What follows belongs to an exercise in optimizing a design on an open flow for small area, a short achievable clock period and few clock cycles; a production flow would make more cautious choices.
The RTL was checked by simulation tests, not by an equivalence proof against the original design.

// hex2dec
module hex2dec (
    input start,
    input [15:0] hex_data,
    output [7:0] ascii_data,
    output reg valid,
    output reg ready,
    input clk,
    input rstn
);
export LEC_CHECK = 0
export CAP_MARGIN = 20
export CORE_MARGIN = 2
export CORE_UTILIZATION = 40
export SETUP_SLACK_MARGIN = 3.2
export SLEW_MARGIN = 20
create_clock -name core_clock -period 6.0 [get_ports {clk}]
standard.sh (not shown) runs the stock make flow with config.mk's settings and CLKGATE_MAP_FILE= SYNTH_SCRIPT=/design/flow/synth_recipe.tcl, a recipe that flattens the netlist after the stock synthesis.
==> flow/flow/run.sh <==
#!/bin/bash
# Own layout flow: the standard synthesis, then its combinational logic mapped
# again by ABC for area (flip-flops kept as the standard synthesis made them:
# same instances, names and cells), then the standard flow from floorplan on.
set -euo pipefail
W=$(pwd)
R=$W/orfs/results/$FLOW_PLATFORM/hex2dec/base
L=$W/orfs/logs/$FLOW_PLATFORM/hex2dec/base
LIB=$FLOW_HOME/platforms/$FLOW_PLATFORM/lib/sky130_fd_sc_hd__tt_025C_1v80.lib
YOSYS=yosys
[[ -x $FLOW_HOME/../tools/install/yosys/bin/yosys ]] && YOSYS=$FLOW_HOME/../tools/install/yosys/bin/yosys
# ABC script for the second mapping: delay-targeted mapping with gate sizing
ABC_ARGS="-script $W/flow/abc.script"

bash standard.sh synth > $W/log_standard_synth.txt 2>&1
cp $R/1_2_yosys.v $W/standard_1_2_yosys.v

$YOSYS -q -l $W/log_cells.txt -p "read_liberty -ignore_miss_func $LIB; write_verilog -noattr $W/cells_all.v" > /dev/null
python3 $W/flow/comb_cells.py $W/cells_all.v $W/cells_comb.v

DU=$(grep -o -- "-dont_use [^ ]*" $L/1_2_yosys.log | sort -u | tr '\n' ' ')
cat > $W/resynth.ys <<EOY
read_liberty -lib $LIB
read_verilog $W/standard_1_2_yosys.v
hierarchy -top $FLOW_TOP
techmap -map $W/cells_comb.v
techmap
opt -fast
opt -purge
abc $ABC_ARGS -liberty $LIB $DU
opt_clean -purge
hilomap -singleton -hicell sky130_fd_sc_hd__conb_1 HI -locell sky130_fd_sc_hd__conb_1 LO
insbuf -buf sky130_fd_sc_hd__buf_4 A X
opt_clean -purge
stat -liberty $LIB
check -assert -mapped
write_verilog -noattr -nohex -nodec $W/resynth.v
EOY
$YOSYS -l $W/log_resynth.txt $W/resynth.ys > /dev/null
cp $W/resynth.v $R/1_2_yosys.v
rm -f $R/1_synth.odb
bash standard.sh "BUFFER_PORTS_ARGS=-buffer_cell sky130_fd_sc_hd__buf_1" finish > $W/log_standard_finish.txt 2>&1
==> flow/flow/abc.script <==
strash
balance
rewrite
refactor
balance
rewrite
rewrite -z
balance
refactor -z
rewrite -z
balance
balance
rewrite
refactor
balance
rewrite
rewrite -z
balance
refactor -z
rewrite -z
balance
dch -f
map -D 1800
buffer
upsize -D 1800
dnsize -D 1800
==> flow/flow/comb_cells.py <==
# Keep the combinational cells from Yosys's functional models of the
# library (read_liberty output): no flip-flops, latches, tie or tristate cells.
import re, sys
src = open(sys.argv[1]).read()
out = []
for body, name in re.findall(r'(module (\S+?)\(.*?endmodule)', src, re.S):
    if 'always' in body or ' reg ' in body or 'conb' in name or "'z" in body or 'bz' in body:
        continue
    if 'assign' not in body:
        continue
    out.append(body)
open(sys.argv[2], 'w').write('\n\n'.join(out) + '\n')
The starting point went through all stages and came out clean.
Testbench counts at the start, summed over its fixed seeds: cycles 1,928.
Rerun with:
==> flow/flow/abc.script (replaced) <==
strash
ifraig
balance
rewrite
refactor
balance
rewrite
rewrite -z
balance
refactor -z
rewrite -z
balance
dch -f
map -D 2000
buffer
upsize -D 2000
dnsize -D 2000
- SETUP_SLACK_MARGIN: 3.2 -> default
=> Via count falls by 10%. Fmax went down by 13%. Non-clock buffer count drops by 10. First-iteration DRC count falls by 11%. Routed wire length is lower by 11%. Synthesized area decreases by 6.1%.

========
hex2dec, a different RTL version from the one above (not shown whole).
Size in the first run: ~29 I/O pins, ~2100 µm² of cells after synthesis.
## hex2dec
module hex2dec (
    input start,
    input [15:0] hex_data,
    output [7:0] ascii_data,
    output reg valid,
    output reg ready,
    input clk,
    input rstn
);
    reg [16:0] r;
    reg [3:0]  dig;
    reg [2:0]  ph;       
    wire accept = start & ready;
    function automatic ge(input [12:0] x, input [12:0] k);
        integer i;
        begin
            ge = 1'b1;
            for (i = 0; i < 13; i = i + 1)
                ge = k[i] ? (x[i] & ge) : (x[i] | ge);
        end
    endfunction
    wire [12:0] rh = r[16:4];
    wire [9:0] g;
    assign g[0] = 1'b1;
    genvar k;
    generate
        for (k = 1; k < 10; k = k + 1) begin : cmp
            assign g[k] = ge(rh, 625 * k);
        end
    endgenerate
    wire [9:0] oh = g & ~{1'b0, g[9:1]};     
    reg [3:0]  q;
    reg [11:0] c;        
    integer j;
    always @(*) begin
        q = 4'd0;
        c = 12'd0;
        for (j = 1; j < 10; j = j + 1) begin
            q = q | ({4{oh[j]}} & j[3:0]);
            c = c | ({12{oh[j]}} & 12'((j * 3125) % 4096));
        end
    end
    wire [16:0] t = {r[15:0], 1'b0} + {r[13:0], 3'b000};    
    wire [16:0] r_next = {t[16:5] - c, t[4:0]};
    always @(posedge clk)
        r <= accept ? {1'b0, hex_data} : r_next;
    always @(posedge clk)
        dig <= q;
    always @(posedge clk or negedge rstn)
        if (!rstn) begin
            ph <= 3'd7;
            valid <= 1'b0;
            ready <= 1'b0;
        end else begin
  ...
==> flow/config.mk <==
export PLATFORM = sky130hd
export DESIGN_NAME = hex2dec
export DESIGN_NICKNAME = hex2dec
export VERILOG_FILES = /design/flow/design.v
export SDC_FILE = /design/flow/constraint.sdc
export NUM_CORES = 4
export LEC_CHECK = 0
export CAP_MARGIN = 20
export CORE_MARGIN = 2
export CORE_UTILIZATION = 50
export SLEW_MARGIN = 20
==> flow/constraint.sdc <==
create_clock -name core_clock -period 6.0 [get_ports {clk}]
set_input_delay 1.2000 -clock core_clock [delete_from_list [all_inputs] [get_ports {clk}]]
set_output_delay 1.2000 -clock core_clock [all_outputs]
set_load 0.01 [all_outputs]
==> flow/flow/abc.script <==
strash
balance
rewrite
refactor
balance
rewrite
rewrite -z
balance
refactor -z
rewrite -z
balance
balance
rewrite
refactor
balance
rewrite
rewrite -z
balance
refactor -z
rewrite -z
balance
dch -f
map -D 1800
buffer
upsize -D 1800
dnsize -D 1800
Scripts as last shown in full above: flow/flow/run.sh, flow/flow/comb_cells.py
The first run produced a clean layout.
Testbench counts at the start, summed over its fixed seeds: cycles 1,936.
Next try:
--- a/flow/flow/run.sh
+++ b/flow/flow/run.sh
@@ -11,5 +11,6 @@
 [[ -x $FLOW_HOME/../tools/install/yosys/bin/yosys ]] && YOSYS=$FLOW_HOME/../tools/install/yosys/bin/yosys
 # ABC script for the second mapping: delay-targeted mapping with gate sizing
-ABC_ARGS="-script $W/flow/abc.script"
+printf 'set_driving_cell sky130_fd_sc_hd__dfxtp_1\nset_load 10\n' > $W/abc.constr
+ABC_ARGS="-script $W/flow/abc.script -constr $W/abc.constr"
 
 bash standard.sh synth > $W/log_standard_synth.txt 2>&1
Settings changed: CORE_UTILIZATION 50 to 40.
Result: Final area is higher by about a fifth; first-iteration DRC count is higher by roughly a tenth; flip-flop and latch count does not change; final cell count is higher by a few percent; worst setup slack improves by 24 ps.
Next try:
--- a/flow/flow/run.sh
+++ b/flow/flow/run.sh
@@ -11,6 +11,5 @@
 [[ -x $FLOW_HOME/../tools/install/yosys/bin/yosys ]] && YOSYS=$FLOW_HOME/../tools/install/yosys/bin/yosys
 # ABC script for the second mapping: delay-targeted mapping with gate sizing
-printf 'set_driving_cell sky130_fd_sc_hd__dfxtp_1\nset_load 10\n' > $W/abc.constr
-ABC_ARGS="-script $W/flow/abc.script -constr $W/abc.constr"
+ABC_ARGS="-script $W/flow/abc.script"
 
 bash standard.sh synth > $W/log_standard_synth.txt 2>&1
--- a/flow/flow/abc.script
+++ b/flow/flow/abc.script
@@ -21,6 +21,6 @@
 balance
 dch -f
-map -D 1800
+map -D 2200
 buffer
-upsize -D 1800
-dnsize -D 1800
+upsize -D 2200
+dnsize -D 2200
Effect: Non-clock buffer count is unchanged. First-iteration DRC count is higher by 1.9%. Maximum frequency shrinks by 13%. Utilization goes up by 0.65 points.

========
== lagoon ==
hex2dec again, from the RTL that the note above started with.
==> flow/config.mk <==
export PLATFORM = sky130hd
export DESIGN_NAME = hex2dec
export DESIGN_NICKNAME = hex2dec
export VERILOG_FILES = /design/flow/design.v
export SDC_FILE = /design/flow/constraint.sdc
export NUM_CORES = 4
export LEC_CHECK = 0
export CAP_MARGIN = 20
export CORE_MARGIN = 2
export CORE_UTILIZATION = 40
export SETUP_SLACK_MARGIN = 3.1
export SLEW_MARGIN = 20
==> flow/constraint.sdc <==
create_clock -name core_clock -period 6.0 [get_ports {clk}]
set_input_delay 1.2000 -clock core_clock [delete_from_list [all_inputs] [get_ports {clk}]]
set_output_delay 1.2000 -clock core_clock [all_outputs]
set_load 0.01 [all_outputs]
==> flow/flow/run.sh <==
#!/bin/bash
# Own layout flow: the standard synthesis, then its combinational logic mapped
# again by ABC for area (flip-flops kept as the standard synthesis made them:
# same instances, names and cells), then the standard flow from floorplan on.
set -euo pipefail
W=$(pwd)
R=$W/orfs/results/$FLOW_PLATFORM/hex2dec/base
L=$W/orfs/logs/$FLOW_PLATFORM/hex2dec/base
LIB=$FLOW_HOME/platforms/$FLOW_PLATFORM/lib/sky130_fd_sc_hd__tt_025C_1v80.lib
YOSYS=yosys
[[ -x $FLOW_HOME/../tools/install/yosys/bin/yosys ]] && YOSYS=$FLOW_HOME/../tools/install/yosys/bin/yosys
# ABC script for the second mapping: delay-targeted mapping with gate sizing
ABC_ARGS="-script $W/flow/abc.script"

bash standard.sh synth > $W/log_standard_synth.txt 2>&1
cp $R/1_2_yosys.v $W/standard_1_2_yosys.v

$YOSYS -q -l $W/log_cells.txt -p "read_liberty -ignore_miss_func $LIB; write_verilog -noattr $W/cells_all.v" > /dev/null
python3 $W/flow/comb_cells.py $W/cells_all.v $W/cells_comb.v

DU=$(grep -o -- "-dont_use [^ ]*" $L/1_2_yosys.log | sort -u | tr '\n' ' ')
cat > $W/resynth.ys <<EOY
read_liberty -lib $LIB
read_verilog $W/standard_1_2_yosys.v
hierarchy -top $FLOW_TOP
techmap -map $W/cells_comb.v
techmap
opt -fast
opt -purge
abc $ABC_ARGS -liberty $LIB $DU
opt_clean -purge
hilomap -singleton -hicell sky130_fd_sc_hd__conb_1 HI -locell sky130_fd_sc_hd__conb_1 LO
insbuf -buf sky130_fd_sc_hd__buf_4 A X
opt_clean -purge
stat -liberty $LIB
check -assert -mapped
write_verilog -noattr -nohex -nodec $W/resynth.v
EOY
$YOSYS -l $W/log_resynth.txt $W/resynth.ys > /dev/null
cp $W/resynth.v $R/1_2_yosys.v
rm -f $R/1_synth.odb
bash standard.sh "BUFFER_PORTS_ARGS=-buffer_cell sky130_fd_sc_hd__buf_1" finish > $W/log_standard_finish.txt 2>&1
==> flow/flow/abc.script <==
strash
balance
rewrite
refactor
balance
rewrite
rewrite -z
balance
refactor -z
rewrite -z
balance
balance
rewrite
refactor
balance
rewrite
rewrite -z
balance
refactor -z
rewrite -z
balance
dch -f
map -D 1800
Scripts as last shown in full above: flow/flow/comb_cells.py
lagoon: done, clean on timing, DRC and antenna
Testbench counts of lagoon, summed over its fixed seeds: cycles 1,936.
Relative to lagoon, the following input files were edited for indigo:
- clearing SETUP_SLACK_MARGIN, which used to be 3.1
- putting CTS_CLUSTER_DIAMETER at 100 where nothing was set
- putting CTS_CLUSTER_SIZE at 30 where nothing was set
--- a/flow/flow/abc.script
+++ b/flow/flow/abc.script
@@ -22,2 +22,5 @@
 dch -f
 map -D 1800
+buffer
+upsize -D 1800
+dnsize -D 1800
### Flow results
indigo finished end to end and its layout was clean on timing, DRC and antenna. indigo reports a higher tightest hold margin than lagoon does. In the flow results for lagoon and indigo, the utilization after layout is larger on lagoon.
Inputs modified between indigo and maple:
- clearing CTS_CLUSTER_DIAMETER, which used to be 100
- clearing CTS_CLUSTER_SIZE, which used to be 30
- putting SETUP_SLACK_MARGIN at 3.0 where nothing was set
### Flow results
indigo reports its end point of the critical path as r[15] while maple reports r[14].
Lower setup slack of the critical path after layout was reported by indigo, not maple.
When maple is set beside indigo, its worst max-slew margin expressed relative to the limit turns out to be 0.36 points smaller.
In maple, final-layout worst hold slack is lower than in indigo.
The time the worst path needs with I/O delays and setup of maple is lower than that of indigo.
Required arrival time at the worst endpoint was higher in maple than in indigo.
Summary of maple over indigo: layout overhead on the synthesized area now larger; sequential share of layout area stayed essentially flat.
Summary of the comparison: ratio of final minimum period to clock period is lower in maple, relative to indigo.
Setup changes, maple to tundra
- a deleted SETUP_SLACK_MARGIN that had been 3.0
--- a/flow/flow/run.sh
+++ b/flow/flow/run.sh
@@ -40,3 +40,3 @@
 cp $W/resynth.v $R/1_2_yosys.v
 rm -f $R/1_synth.odb
-bash standard.sh "BUFFER_PORTS_ARGS=-buffer_cell sky130_fd_sc_hd__buf_1" finish > $W/log_standard_finish.txt 2>&1
+bash standard.sh "BUFFER_PORTS_ARGS=-buffer_cell sky130_fd_sc_hd__buf_2" finish > $W/log_standard_finish.txt 2>&1
==> flow/flow/abc.script <==
strash
dch -f
map -D 1800
buffer
upsize -D 1800
dnsize -D 1800
## What came out
- [compare] base=maple new=tundra: data-path buffer share of cell area in the final layout rose 1.1 points, worst hold-check slack dropped 0.0047 ns, die area went up by about 4.7%.
- Of the two values seen for capturing element of the worst setup path, r[14] was produced by maple and r[12] by tundra.
- Of tundra and maple, the lower worst setup slack belongs to tundra.
- tundra packs its core looser than maple.
- Against maple, tundra comes in 34 µm² higher on area taken by multi-input logic gates.

========
## quartz
hex2dec again, from the RTL that the note above started with.
Settings: LEC_CHECK=0, CAP_MARGIN=20, CORE_MARGIN=2, CORE_UTILIZATION=40, SLEW_MARGIN=20; clock period 6.0 ns.
==> flow/flow/run.sh <==
#!/bin/bash
# Own layout flow: the standard synthesis, then its combinational logic mapped
# again by ABC for area (flip-flops kept as the standard synthesis made them:
# same instances, names and cells), then the standard flow from floorplan on.
set -euo pipefail
W=$(pwd)
R=$W/orfs/results/$FLOW_PLATFORM/hex2dec/base
L=$W/orfs/logs/$FLOW_PLATFORM/hex2dec/base
LIB=$FLOW_HOME/platforms/$FLOW_PLATFORM/lib/sky130_fd_sc_hd__tt_025C_1v80.lib
YOSYS=yosys
[[ -x $FLOW_HOME/../tools/install/yosys/bin/yosys ]] && YOSYS=$FLOW_HOME/../tools/install/yosys/bin/yosys
# ABC script for the second mapping: delay-targeted mapping with gate sizing
ABC_ARGS="-script $W/flow/abc.script"

bash standard.sh synth > $W/log_standard_synth.txt 2>&1
cp $R/1_2_yosys.v $W/standard_1_2_yosys.v

$YOSYS -q -l $W/log_cells.txt -p "read_liberty -ignore_miss_func $LIB; write_verilog -noattr $W/cells_all.v" > /dev/null
python3 $W/flow/comb_cells.py $W/cells_all.v $W/cells_comb.v

DU=$(grep -o -- "-dont_use [^ ]*" $L/1_2_yosys.log | sort -u | tr '\n' ' ')
cat > $W/resynth.ys <<EOY
read_liberty -lib $LIB
read_verilog $W/standard_1_2_yosys.v
hierarchy -top $FLOW_TOP
techmap -map $W/cells_comb.v
techmap
opt -fast
opt -purge
abc $ABC_ARGS -liberty $LIB $DU
opt_clean -purge
hilomap -singleton -hicell sky130_fd_sc_hd__conb_1 HI -locell sky130_fd_sc_hd__conb_1 LO
insbuf -buf sky130_fd_sc_hd__buf_4 A X
opt_clean -purge
stat -liberty $LIB
check -assert -mapped
write_verilog -noattr -nohex -nodec $W/resynth.v
EOY
$YOSYS -l $W/log_resynth.txt $W/resynth.ys > /dev/null
cp $W/resynth.v $R/1_2_yosys.v
rm -f $R/1_synth.odb
bash standard.sh finish > $W/log_standard_finish.txt 2>&1
==> flow/flow/abc.script <==
strash
dch -f
map -D 1800
buffer
upsize -D 1800
dnsize -D 1800
Scripts as last shown in full above: flow/flow/comb_cells.py
Testbench counts of quartz, summed over its fixed seeds: cycles 1,936.
Inputs modified between quartz and violet:
Settings: GPL_TIMING_DRIVEN: unset -> 0.
diff --git a/flow/flow/run.sh b/flow/flow/run.sh
--- a/flow/flow/run.sh
+++ b/flow/flow/run.sh
@@ -41,2 +41,2 @@
 rm -f $R/1_synth.odb
-bash standard.sh finish > $W/log_standard_finish.txt 2>&1
+bash standard.sh "BUFFER_PORTS_ARGS=-buffer_cell sky130_fd_sc_hd__buf_1" finish > $W/log_standard_finish.txt 2>&1
==> flow/flow/abc.script <==
strash
balance
rewrite
refactor
balance
rewrite
rewrite -z
balance
refactor -z
rewrite -z
balance
balance
rewrite
refactor
balance
rewrite
rewrite -z
balance
refactor -z
rewrite -z
balance
dch -f
map -D 1800
buffer
upsize -D 1800
dnsize -D 1800
## What came out
- Compared to quartz, violet has number of nets in the finished design 14 lower.
- Placement-stage cell area: violet < quartz
- [violet vs quartz] combined area of all synthesized cells: lower in violet
- violet: full flow OK, the timing, DRC and antenna checks passed
- [compare] base=quartz new=violet: worst setup slack lower; well tap count lower; global-route wire length before repair lower; final standard cell area without fillers lower; hold slack higher.
The inputs of harbor differ from those of violet as listed below.
Settings: GPL_TIMING_DRIVEN removed (was 0).
diff --git a/flow/flow/abc.script b/flow/flow/abc.script
--- a/flow/flow/abc.script
+++ b/flow/flow/abc.script
@@ -22,5 +22,5 @@
 dch -f
-map -D 1800
+map -D 1600
 buffer
-upsize -D 1800
-dnsize -D 1800
+upsize -D 1600
+dnsize -D 1600
- violet → harbor: die area +about 16%, setup slack increased 0.070 ns, detailed-routed wire length on met2 up 410 um.
- Compared with violet, in harbor length of routed wiring on met1 saw an increase, routed wire length saw an increase, time the worst path needs with I/O delays and setup saw a decrease, final area saw an increase, tap cell count saw an increase.
- violet reports its launch point of the worst path as r[8]$_DFF_P_ while harbor reports r[12]$_DFF_P_.
- In harbor, the synthesized netlist cell count came out 6.6% above the value in violet.
For nickel, these inputs were changed with respect to harbor:
Settings: an added PLACE_DENSITY of 0.85.
diff --git a/flow/flow/abc.script b/flow/flow/abc.script
--- a/flow/flow/abc.script
+++ b/flow/flow/abc.script
@@ -22,5 +22,5 @@
 dch -f
-map -D 1600
+map -D 1800
 buffer
-upsize -D 1600
-dnsize -D 1600
+upsize -D 1800
+dnsize -D 1800
Results
From harbor to nickel the numbers moved as follows: highest fanout seen on the critical path higher, fraction of area in registers higher.
Comparing harbor and nickel, the lower signed area change from the synthesized netlist to the final layout was measured on harbor.
nickel vs. harbor: net count of the finished layout went down by 23.
Compared with harbor, nickel shows cell count lower by 28.
nickel vs. harbor: design area has decreased, global-route usage has decreased.

## what the ideal ports hide
In the flow no input, the clock included, has a driving cell. The finished layouts below were timed again as built, in two steps.
Step 1 assumes that a clkbuf_16 drives the clock port and a buf_2 every other input.
Step 2 moves the port delays by t, midway between the first and last clock arrival at a register: inputs arrive t later, outputs are due t later. That takes back most of the time a late clock gives input paths.
a / b / c = ideal ports / drivers / drivers and shift; a / b = the first two.
run	t (ns)	setup slack, ns	hold WS [ns]
the first run of note 1	0.301	3.277 / 3.277 / 3.277	0.475 / 0.475 / 0.475
the second run of note 1	0.286	2.885 / 2.885 / 2.801	0.472 / 0.472 / 0.472
the first run of note 2	0.300	3.083 / 3.083 / 3.083	0.471 / 0.471 / 0.471
the second run of note 2	0.311	3.107 / 3.107 / 3.073	0.481 / 0.481 / 0.481
the third run of note 2	0.291	2.681 / 2.681 / 2.681	0.481 / 0.481 / 0.481
lagoon	0.295	3.082 / 3.082 / 3.082	0.470 / 0.470 / 0.470
indigo	0.299	3.089 / 3.089 / 3.089	0.488 / 0.488 / 0.488
maple	0.298	3.228 / 3.228 / 3.122	0.480 / 0.480 / 0.480
tundra	0.293	3.008 / 3.008 / 3.008	0.475 / 0.475 / 0.475
quartz	0.291	3.018 / 3.018 / 2.950	0.473 / 0.473 / 0.473
violet	0.304	3.001 / 3.001 / 3.001	0.486 / 0.486 / 0.486
harbor	0.296	3.071 / 3.071 / 3.071	0.474 / 0.474 / 0.474
nickel	0.294	3.117 / 3.117 / 3.117	0.468 / 0.468 / 0.468
After both steps setup and hold are still met in every run listed. The setup slack of maple, which loses most, moves by 0.000 ns with the drivers and by -0.106 ns with both steps.
